Source: an optimization exercise on an open RTL-to-GDS flow (aim: small area). Production flows keep margins and buffers that such runs may drop.
Only simulation tests tie the RTL to the original design; equivalence was not proved.
The flow treats the clock pin as an ideal source. Dropping or thinning the clock tree relies on that and would not hold on a real chip.
Power and IR drop assume default switching activity.

JK:
// bopit
module bopit(clk, rst, btnR, btnD, btnL, btnU, btnS, sw, seg, an, led, speaker);
    input clk;
    input rst;
    input btnR, btnS, btnD, btnU, btnL;
    input [7:0] sw;
    output [7:0] led;
    output [7:0] seg;
    output [3:0] an;
    output speaker;
    wire clk_1hz, clk_500hz, wrap;
    wire [4:0] randomBop;
    reg [1:0] signal;
    reg [3:0] seg_number;
    reg [3:0] ledCode;       
    reg [3:0] ledReg;
    reg [3:0] bopCode;
    reg [3:0] ones_seconds;
    reg tens_seconds;
    reg [3:0] ones_score;
    reg [3:0] tens_score;
    reg gameOn;
    reg roundWon;
    reg [1:0] roundDelay;
    reg [8:0] fail_count;
    reg scan_start;
    reg [1:0] scan_c;
    wire [1:0] an_number = scan_start ? 2'd0 : scan_c;
    wire [1:0] an_index = scan_start ? 2'd0 : scan_c + 2'd1;
    notes bop_notes(.clk(clk), .rst(rst), .signal(signal), .speaker(speaker));
    randomNumber randomNum(.clk(clk), .rst(rst), .data(randomBop));
    clock_500hz clock_500(.clk(clk), .rst(rst), .clk_500hz(clk_500hz), .wrap(wrap));
    clock_1hz clock_1(.clk(clk), .rst(rst), .wrap(wrap), .clk_500hz(clk_500hz), .clk_1hz(clk_1hz));
    display7 segmentDisplay(.seg_number(seg_number), .an_number(an_number), .seg(seg), .an(an));
    assign led = ledReg[3] ? 8'd0 : (8'd1 << ledReg[2:0]);
    wire [3:0] newCode = randomBop % 12;
    wire anyPress = (|sw) | btnU | btnL | btnD | btnR;
    reg correct;
    always @(*)
        case (bopCode)
            4'd8: correct = btnU;
            4'd9: correct = btnR;
            4'd10: correct = btnD;
            4'd11: correct = btnL;
            default: correct = sw[bopCode[2:0]];
        endcase
    always @(posedge clk)
    if (rst)
    begin
        ones_seconds <= 0;
        tens_seconds <= 0;
        scan_start <= 1;
        scan_c <= 2;
        ones_score <= 0;
        tens_score <= 0;
        bopCode <= 0;
        ledCode <= 4'b1000;
        gameOn <= 1;
        roundWon <= 0;
        roundDelay <= 0;
        signal <= 0;
        fail_count <= 0;
        seg_number <= 0;
        ledReg <= 4'b1000;
    end
    else
    begin
        if (btnS)
        begin
            roundWon <= 0;
            roundDelay <= 0;
            gameOn <= 1;
            ones_score <= 0;
            tens_score <= 0;
  ...
For scale: roughly 460 cells after synthesis, about 36 I/O pins, about 4000 µm² of cells after synthesis.
==> module display7, before the edit <==
module display7(seg_number, an_number, seg, an);
    input wire [3:0] seg_number;
    input wire [1:0] an_number;
    output wire [7:0] seg;
    output wire [3:0] an;
    localparam [15:0] S0 = 16'h0012, S1 = 16'h0060, S2 = 16'h0004, S3 = 16'h0092,
                      S4 = 16'h02ba, S5 = 16'h008e, S6 = 16'h0083, S7 = 16'h03ff;
    assign seg[0] = S0[seg_number];
    assign seg[1] = S1[seg_number];
    assign seg[2] = S2[seg_number];
    assign seg[3] = S3[seg_number];
    assign seg[4] = S4[seg_number];
    assign seg[5] = S5[seg_number];
    assign seg[6] = S6[seg_number];
    assign seg[7] = S7[seg_number] & (an_number != 2'b01);
    assign an[3] = an_number != 2'd0;
    assign an[2] = an_number != 2'd1;
    assign an[1] = an_number != 2'd2;
    assign an[0] = an_number != 2'd3;
endmodule
export LEC_CHECK = 0
export CAP_MARGIN = 20
export CORE_MARGIN = 2
export CORE_UTILIZATION = 40
export SLEW_MARGIN = 20
create_clock -name core_clock -period 10.0 [get_ports {clk}]
run.sh (not shown) runs the stock make flow with config.mk's settings and CLKGATE_MAP_FILE= SYNTH_SCRIPT=/design/flow/synth_recipe.tcl, a recipe that flattens the netlist after the stock synthesis.
#### Input delta (MS over JK)
==> flow/design.v, changed modules only <==
module display7(seg_number, an_number, seg, an);
    input wire [3:0] seg_number;
    input wire [1:0] an_number;
    output reg [7:0] seg;
    output reg [3:0] an;
    always @(*)
    begin
        case(seg_number)
            4'h0: seg = 8'b11000000;
            4'h1: seg = 8'b11111001;
            4'h2: seg = 8'b10100100;
            4'h3: seg = 8'b10110000;
            4'h4: seg = 8'b10011001;
            4'h5: seg = 8'b10010010;
            4'h6: seg = 8'b10000010;
            4'h7: seg = 8'b11111000;
            4'h8: seg = 8'b10000000;
            4'h9: seg = 8'b10010000;
            default: seg = 8'b00000000;
        endcase
        if (an_number == 2'b01)
            seg[7] = 1'b0;
        case(an_number)
            2'b00: an = 4'b0111;
            2'b01: an = 4'b1011;
            2'b10: an = 4'b1101;
            default: an = 4'b1110;
        endcase
    end
endmodule
Notes after the runs:
Synthesized cell count went up slightly going from JK to MS. Remaining global-route overflow: MS vs JK identical. Diff JK and MS: ratio of final minimum period to clock period higher in MS. Flops: MS more than JK. Diff JK -> MS: routed via count divided by cell count went down by 0.053, switching portion of total power now smaller, setup slack after layout down 0.088 ns, power grew by about 3%, worst slack on hold paths now sits lower. Clock transition time at the flip-flop clock pins of the worst setup and hold paths: MS vs JK — no meaningful difference. Looking at weighted congestion reported at the end of routability-driven placement, MS sits 0.021 above JK. Any difference in power density relative to cell area between JK and MS is small enough to ignore. Clock power share, JK and MS: smaller value in MS.

## run A
Another version of the RTL of bopit (not shown whole).
For scale: roughly 310 cells after synthesis, about 70 flip-flops, roughly 36 I/O pins.
// bopit
module bopit(clk, rst, btnR, btnD, btnL, btnU, btnS, sw, seg, an, led, speaker);
==> module bopit, before the edit <==
module bopit(clk, rst, btnR, btnD, btnL, btnU, btnS, sw, seg, an, led, speaker);
    input clk;
    input rst;
    input btnR, btnS, btnD, btnU, btnL;
    input [7:0] sw;
    output [7:0] led;
    output [7:0] seg;
    output [3:0] an;
    output speaker;
    wire clk_1hz, clk_500hz;
    wire [4:0] randomBop;
    reg [1:0] signal;
    reg [3:0] seg_number;
    reg [3:0] ledCode;       
    reg [3:0] ledReg;
    reg [3:0] bopCode;
    reg [3:0] ones_seconds;
    wire timeout = ones_seconds[3] & ones_seconds[1];
    reg [3:0] ones_score;
    reg [3:0] tens_score;
    reg gameOn;
    reg roundWon;
    reg [1:0] roundDelay;
    reg [8:0] fail_count;
    localparam [8:0] FAIL_END = 9'd67;
    wire fail_done = (fail_count == FAIL_END);
    wire scan_start;
    wire [1:0] scan_c;
    wire [1:0] an_number = scan_start ? 2'd0 : scan_c;
    wire [1:0] an_index = scan_start ? 2'd0 : scan_c + 2'd1;
    notes bop_notes(.clk(clk), .rst(rst), .signal(signal), .speaker(speaker));
    randomNumber randomNum(.clk(clk), .rst(rst), .data(randomBop));
    clock_500hz clock_500(.clk(clk), .rst(rst), .clk_500hz(clk_500hz));
    clock_1hz clock_1(.clk(clk), .rst(rst), .clk_500hz(clk_500hz), .clk_1hz(clk_1hz), .scan(scan_c), .start(scan_start));
    display7 segmentDisplay(.seg_number(seg_number), .an_number(an_number), .seg(seg), .an(an));
    assign led = ledReg[3] ? 8'd0 : (8'd1 << ledReg[2:0]);
    wire [3:0] newCode = randomBop % 12;
    wire anyPress = (|sw) | btnU | btnL | btnD | btnR;
    reg correct;
    always @(*)
        case (bopCode)
            4'd8: correct = btnU;
            4'd9: correct = btnR;
            4'd10: correct = btnD;
            4'd11: correct = btnL;
            default: correct = sw[bopCode[2:0]];
        endcase
    always @(posedge clk)
    if (rst)
    begin
        ones_seconds <= 0;
        ones_score <= 0;
        tens_score <= 0;
        bopCode <= 0;
        ledCode <= 4'b1000;
        gameOn <= 1;
        roundWon <= 0;
        roundDelay <= 0;
        signal <= 0;
        fail_count <= 0;
        seg_number <= 0;
        ledReg <= 4'b1000;
    end
    else
    begin
        if (btnS)
        begin
            roundWon <= 0;
            roundDelay <= 0;
            gameOn <= 1;
            ones_score <= 0;
            tens_score <= 0;
            ones_seconds <= 0;
            bopCode <= newCode;
            fail_count <= 0;
        end
        if (!roundWon)
        begin
            if (correct)
                roundWon <= 1;
            else if (anyPress)
                gameOn <= 0;
        end
        if (clk_1hz && gameOn)
        begin
            if (roundWon)
            begin
                if (roundDelay == 0)
                    signal <= 1;
                if (roundDelay == 1)
                    signal <= 0;
                if (roundDelay == 3)
                begin
                    roundWon <= 0;
                    roundDelay <= 0;
                    bopCode <= newCode;
                    if (ones_score == 4'd9)
                    begin
                        ones_score <= 0;
                        tens_score <= tens_score + 4'd1;
                    end
                    else
                        ones_score <= ones_score + 4'd1;
                end
                else
                    roundDelay <= roundDelay + 2'd1;
                ones_seconds <= 0;
            end
            else
                ones_seconds <= ones_seconds + 4'd1;
        end
        if (timeout)
        begin
            ones_seconds <= 0;
            gameOn <= 0;
        end
        if (clk_500hz)
        begin
            if (gameOn)
            begin
                case (an_index)
                    2'd0:
                    begin
                        seg_number <= bopCode[3] ? 4'd8 : 4'd5;
                        ledCode <= bopCode;
                        ledReg <= ledCode;
                    end
                    2'd1: seg_number <= {1'b0, bopCode[2:0]};
                    2'd2: seg_number <= 4'd0;
                    default: seg_number <= ones_seconds;
                endcase
            end
            else
            begin
                if (!fail_done)
                begin
                    signal <= 2;
                    fail_count <= {fail_count[7:0], ~(fail_count[8] ^ fail_count[4])};
                end
                else
                    signal <= 0;
                case (an_index)
                    2'd2: seg_number <= tens_score;
                    2'd3: seg_number <= ones_score;
                    default: seg_number <= 4'd0;
                endcase
            end
        end
    end
endmodule
export LEC_CHECK = 0
export CAP_MARGIN = 20
export CORE_MARGIN = 2
export CORE_UTILIZATION = 40
export SLEW_MARGIN = 20
create_clock -name core_clock -period 10.0 [get_ports {clk}]
standard.sh (not shown) runs the stock make flow with config.mk's settings and CLKGATE_MAP_FILE= SYNTH_SCRIPT=/design/flow/synth_recipe.tcl, a recipe that flattens the netlist after the stock synthesis.
==> flow/flow/run.sh <==
#!/bin/bash
# The standard layout (standard.sh) with these changes:
#  - synthesis is synth_recipe.tcl unchanged except that the abc pass uses
#    flow/abc_deep.script (area-oriented) instead of ORFS's speed script, and
#    adders are left to abc instead of being mapped to half/full adder cells
#  - port buffers are buf_1 instead of clkdlybuf4s50_1
#  - clock tree synthesis adds no dummy loads and uses only clkbuf_8; after
#    it, flow/reclk.tcl replaces that tree with 3 clkbuf_16 driven by the
#    clock port, one per third of the registers (see reclk.tcl)
# Every tool's output is in standard.log, reclk.log, standard_finish.log and
# under orfs/logs/.
set -euo pipefail
W=$PWD
export OWN_ABC_SCRIPT=$W/flow/abc_deep.script
sed "s|^source \$::env(SCRIPTS_DIR)/synth.tcl|source $W/flow/abc_hook.tcl\nsource \$::env(SCRIPTS_DIR)/synth.tcl|" synth_recipe.tcl > own_synth.tcl
grep -q abc_hook own_synth.tcl
sed "s|/synth_recipe.tcl|/own_synth.tcl|; s|CLKGATE_MAP_FILE= |CLKGATE_MAP_FILE= ADDER_MAP_FILE= |" standard.sh > own_standard.sh
grep -q "ADDER_MAP_FILE= " own_standard.sh
grep -q own_synth.tcl own_standard.sh
export BUFFER_PORTS_ARGS="-buffer_cell sky130_fd_sc_hd__buf_1"
export CTS_ARGS="-sink_clustering_enable -repair_clock_nets -dont_use_dummy_load -root_buf sky130_fd_sc_hd__clkbuf_8 -buf_list sky130_fd_sc_hd__clkbuf_8"
bash own_standard.sh cts > standard.log 2>&1
R=orfs/results/$FLOW_PLATFORM/bopit/base
cat > reclk_run.tcl <<EOT
read_liberty $FLOW_HOME/platforms/$FLOW_PLATFORM/lib/sky130_fd_sc_hd__tt_025C_1v80.lib
read_db $R/4_1_cts.odb
read_sdc $R/4_cts.sdc
source $W/flow/reclk.tcl
write_db $R/4_1_cts.odb
EOT
RECLK_NB=3 RECLK_BUF=sky130_fd_sc_hd__clkbuf_16 RECLK_PORT=clk openroad -no_init -exit reclk_run.tcl > reclk.log 2>&1
grep -q "reclk: " reclk.log
bash own_standard.sh finish > standard_finish.log 2>&1
Other scripts of this flow, unchanged in this note and not shown: flow/flow/abc_deep.script, flow/flow/abc_hook.tcl, flow/flow/reclk.tcl
--- input diff run A..run B ---
--- a/flow/design.v
+++ b/flow/design.v
@@ -123,10 +123,8 @@
     reg gameOn;
     reg roundWon;
     reg [1:0] roundDelay;
     reg [8:0] fail_count;
-    localparam [8:0] FAIL_END = 9'd67;
-    wire fail_done = (fail_count == FAIL_END);
     wire scan_start;
     wire [1:0] scan_c;
     wire [1:0] an_number = scan_start ? 2'd0 : scan_c;
     wire [1:0] an_index = scan_start ? 2'd0 : scan_c + 2'd1;
@@ -233,12 +231,12 @@
                 endcase
             end
             else
             begin
-                if (!fail_done)
+                if (fail_count != 9'd500)
                 begin
                     signal <= 2;
-                    fail_count <= {fail_count[7:0], ~(fail_count[8] ^ fail_count[4])};
+                    fail_count <= fail_count + 9'd1;
                 end
                 else
                     signal <= 0;
                 case (an_index)
As of run B, total power consumption of the routed design had risen slightly compared to run A.
Between run B and run A, it is run B whose core utilization is lower, by 1.2 points.
Comparing run A with run B, the number of sequential cells in the layout came out essentially unchanged.
Taking run A over run B, the peak supply drop ratio works out to 1.06.
Timing, DRC, antenna: 0 failures across run B and run A
Compared run B vs run A, and fraction of area in registers is down in run B.
| critical path depth | run B vs run A | 1 lower |
Diff run A..run B | aggregate negative setup slack | unchanged
In every run of this note, the design's own scripts or RTL, not TritonCTS, make the clock network.

-- re-timing with driven ports --
How much do the figures lean on ideal ports? The routed layouts below were timed once more, with nothing changed but the port constraints. Step 1 (the two cells are an assumption about what drives the block):
set clk [get_ports {clk}]
set_driving_cell -lib_cell sky130_fd_sc_hd__clkbuf_16 $clk
set_driving_cell -lib_cell sky130_fd_sc_hd__buf_2 [delete_from_list [all_inputs] $clk]
Step 2 also shifts input and output timing later by t, the mid clock arrival at the registers, as if the neighbouring blocks saw the same clock. Slacks: ideal / step 1 / step 2; pairs: ideal / step 1.
| run | shift t [ns] | setup slack, ns | worst setup path after step 2 | pins driven straight from the clock port |
|---|---|---|---|---|
| JK | 0.387 | 5.922 / 5.888 / 5.850 | input to register | 1 |
| MS | 0.388 | 5.833 / 5.801 / 5.655 | input to register | 1 |
| run A | 0.209 | 6.029 / 5.971 / 6.180 | register to output | 3 |
| run B | 0.211 | 6.095 / 6.036 / 6.162 | register to register | 3 |
After both steps setup and hold are still met in every run listed. The setup slack of MS, which loses most, moves by -0.032 ns with the drivers and by -0.178 ns with both steps.
